Source: an optimization exercise on an open RTL-to-GDS flow (aim: small area and a short achievable clock period). Production flows keep margins and buffers that such runs may drop. In this exercise RTL edits were held to simulation tests only and were not proved equivalent to the original.

==> job 2584: inputs <==
// systolic_array
module systolic_array(
    input [31:0] a1,a2,a3,
    input [31:0] b1,b2,b3,
    input rst, clk,
    output [63:0] c1,c2,c3,c4,c5,c6,c7,c8,c9
    );
clock: 12.0 ns
lec_check: 0
cap_margin: 20
core_margin: 2
core_utilization: 55
cts_buf_list: sky130_fd_sc_hd__clkbuf_4 sky130_fd_sc_hd__clkbuf_8
place_density: 0.6
slew_margin: 20
synth_hierarchical: 1
standard.sh (not shown) runs the stock make flow with config.mk's settings and CLKGATE_MAP_FILE= SYNTH_SCRIPT=/design/flow/synth_recipe.tcl, a recipe that flattens the netlist after the stock synthesis.
==> flow/flow/run.sh <==
#!/bin/bash
set -euo pipefail
MARGIN=6.7
bash standard.sh SETUP_SLACK_MARGIN=$MARGIN "BUFFER_PORTS_ARGS=-buffer_cell sky130_fd_sc_hd__buf_2" finish > standard.log 2>&1
==> inputs of job 9610, as changes to job 2584 <==
--- a/flow/design.v
+++ b/flow/design.v
@@ -4956,12 +4956,12 @@
   assign csum[60] = p[60] ^ qk596;
   assign csum[61] = p[61] ^ qk597;
   assign csum[62] = p[62] ^ qk598;
   assign csum[63] = p[63] ^ qk599;
   assign c = csum;
-  wire [63:0] fm0 = p;
-  wire [63:0] fm1 = {g[62:0], 1'b0};
+  wire [63:0] fm0 = p & {64{~rst}};
+  wire [63:0] fm1 = {g[62:0], 1'b0} & {64{~rst}};
   wire p0, p1, p2;
   booth_enc up0(b[1], b[0], 1'b0, p0, p1, p2);
   wire p3 = ((p0 & a[0]) | (p1 & 1'b0)) ^ p2;
   wire p4 = ((p0 & a[1]) | (p1 & a[0])) ^ p2;
   wire p5 = ((p0 & a[2]) | (p1 & a[1])) ^ p2;
@@ -6854,12 +6854,11 @@
   wire p1907 = p1778 & p1779;
   wire p1908 = p1780 ^ p1781;
   wire p1909 = p1780 & p1781;
   wire [127:0] st_d = {p1909, p1908, p1907, p1906, p1905, p1904, p1903, p1902, p1901, p1900, p1899, p1898, p1897, p1896, p1895, p1894, p1893, p1892, p1891, p1890, p1889, p1888, p1887, p1886, p1885, p1884, p1883, p1882, p1881, p1880, p1879, p1878, p1877, p1876, p1875, p1874, p1873, p1872, p1871, p1870, p1869, p1868, p1867, p1866, p1865, p1864, p1863, p1862, p1861, p1860, p1859, p1858, p1857, p1856, p1855, p1854, p1853, p1852, p1851, p1850, p1849, p1848, p1847, p1846, p1845, p1844, p1843, p1842, p1841, p1840, p1839, p1838, p1837, p1836, p1835, p1834, p1833, p1832, p1831, p1830, p1829, p1828, p1827, p1826, p1825, p1824, p1823, p1822, p1821, p1820, p1819, p1818, p1817, p1816, p1815, p1814, p1813, p1812, p1811, p1810, p1809, p1808, p1807, p1806, p1805, p1804, p1803, p1802, p1801, p1800, p1799, p1798, p1797, p1796, p1795, p1794, p1793, p1792, p1791, p1790, p1789, p1788, p1787, p1786, p1785, p1784, p1783, p1782};
   always @(posedge clk) begin
-    if (rst) st <= 128'd0;
-    else st <= st_d;
+    st <= st_d;
   end
 endmodule
 module fa(input wire a, input wire b, input wire c, output wire s, output wire co);
   assign s = a ^ b ^ c;
   assign co = (a & b) | (a & c) | (b & c);
@@ -6941,11 +6940,12 @@
     end
     wire clr1 = rst | rh[1];
     wire clr2 = clr1 | rh[2];
     wire clr3 = clr2 | rh[3];
     wire clr4 = clr3 | rh[4];
-    mac_pe0 m1(.clk(clk), .rst(rst), .a(a1), .b(b1), .c(c1));
+    wire [31:0] a1m = a1 & {32{~rst}};
+    mac_pe0 m1(.clk(clk), .rst(rst), .a(a1m), .b(b1), .c(c1));
     mac_pe1 m2(.clk(clk), .clr(clr1), .a(a1), .b(b2), .acc(c2));
     mac_pe m3(.clk(clk), .clr(clr2), .a(a1_1), .b(b3_1), .acc(c3));
     mac_pe1 m4(.clk(clk), .clr(clr1), .a(a2), .b(b1), .acc(c4));
     mac_pe m5(.clk(clk), .clr(clr2), .a(a2_1), .b(b2_1), .acc(c5));
     mac_pe m6(.clk(clk), .clr(clr3), .a(a2_2), .b(b3_2), .acc(c6));
==> flow/flow/run.sh (replaced) <==
#!/bin/bash
set -euo pipefail
MARGIN=6.7
bash standard.sh SETUP_SLACK_MARGIN=$MARGIN finish > standard.log 2>&1
==> summary of the runs <==
- Die area: job 2584 is lower than job 9610 (0.70%).
- In synthesized cell count, job 9610 and job 2584 hardly differ.
- Of job 9610 and job 2584, job 9610 has the higher final area (gap 1.9%, measured against job 2584).
- Between job 2584 and job 9610, the lower global-route usage is in job 2584 (gap 0.15 points).
- In job 9610 the clock skew is lower than in job 2584, by 3.8 ps.
- Between job 9610 and job 2584, the lower utilization is in job 2584 (gap 0.66 points).
- Setup slack: job 2584 is worse than job 9610 (76 ps).

==> separate check: timing with driven ports <==
Ports are ideal in the flow. The routed layouts listed here were re-timed in OpenROAD.
Step 1 (the two cells are an assumption about what drives the block):
set clk [get_ports {clk}]
set_driving_cell -lib_cell sky130_fd_sc_hd__clkbuf_16 $clk
set_driving_cell -lib_cell sky130_fd_sc_hd__buf_2 [delete_from_list [all_inputs] $clk]
Step 2 adds t to the input delays and takes it off the output delays; t is the mean of the earliest and latest rising clock arrival at the registers after step 1. Input paths then give back, and output paths get back, about the clock's delay inside the block.
Three values: ideal ports, drivers, drivers and shift; two values: the first two.
run | t, ns | setup WS [ns] | worst data-port slew with drivers (ns)
job 2584 | 1.384 | 6.383 / 6.252 / 5.133 | 0.37
job 9610 | 1.319 | 6.460 / 6.327 / 5.322 | 0.36
After both steps every run listed still meets setup and hold. For job 2584, which loses most, drivers alone change the setup slack by -0.131 ns; drivers and shift together by -1.250 ns.
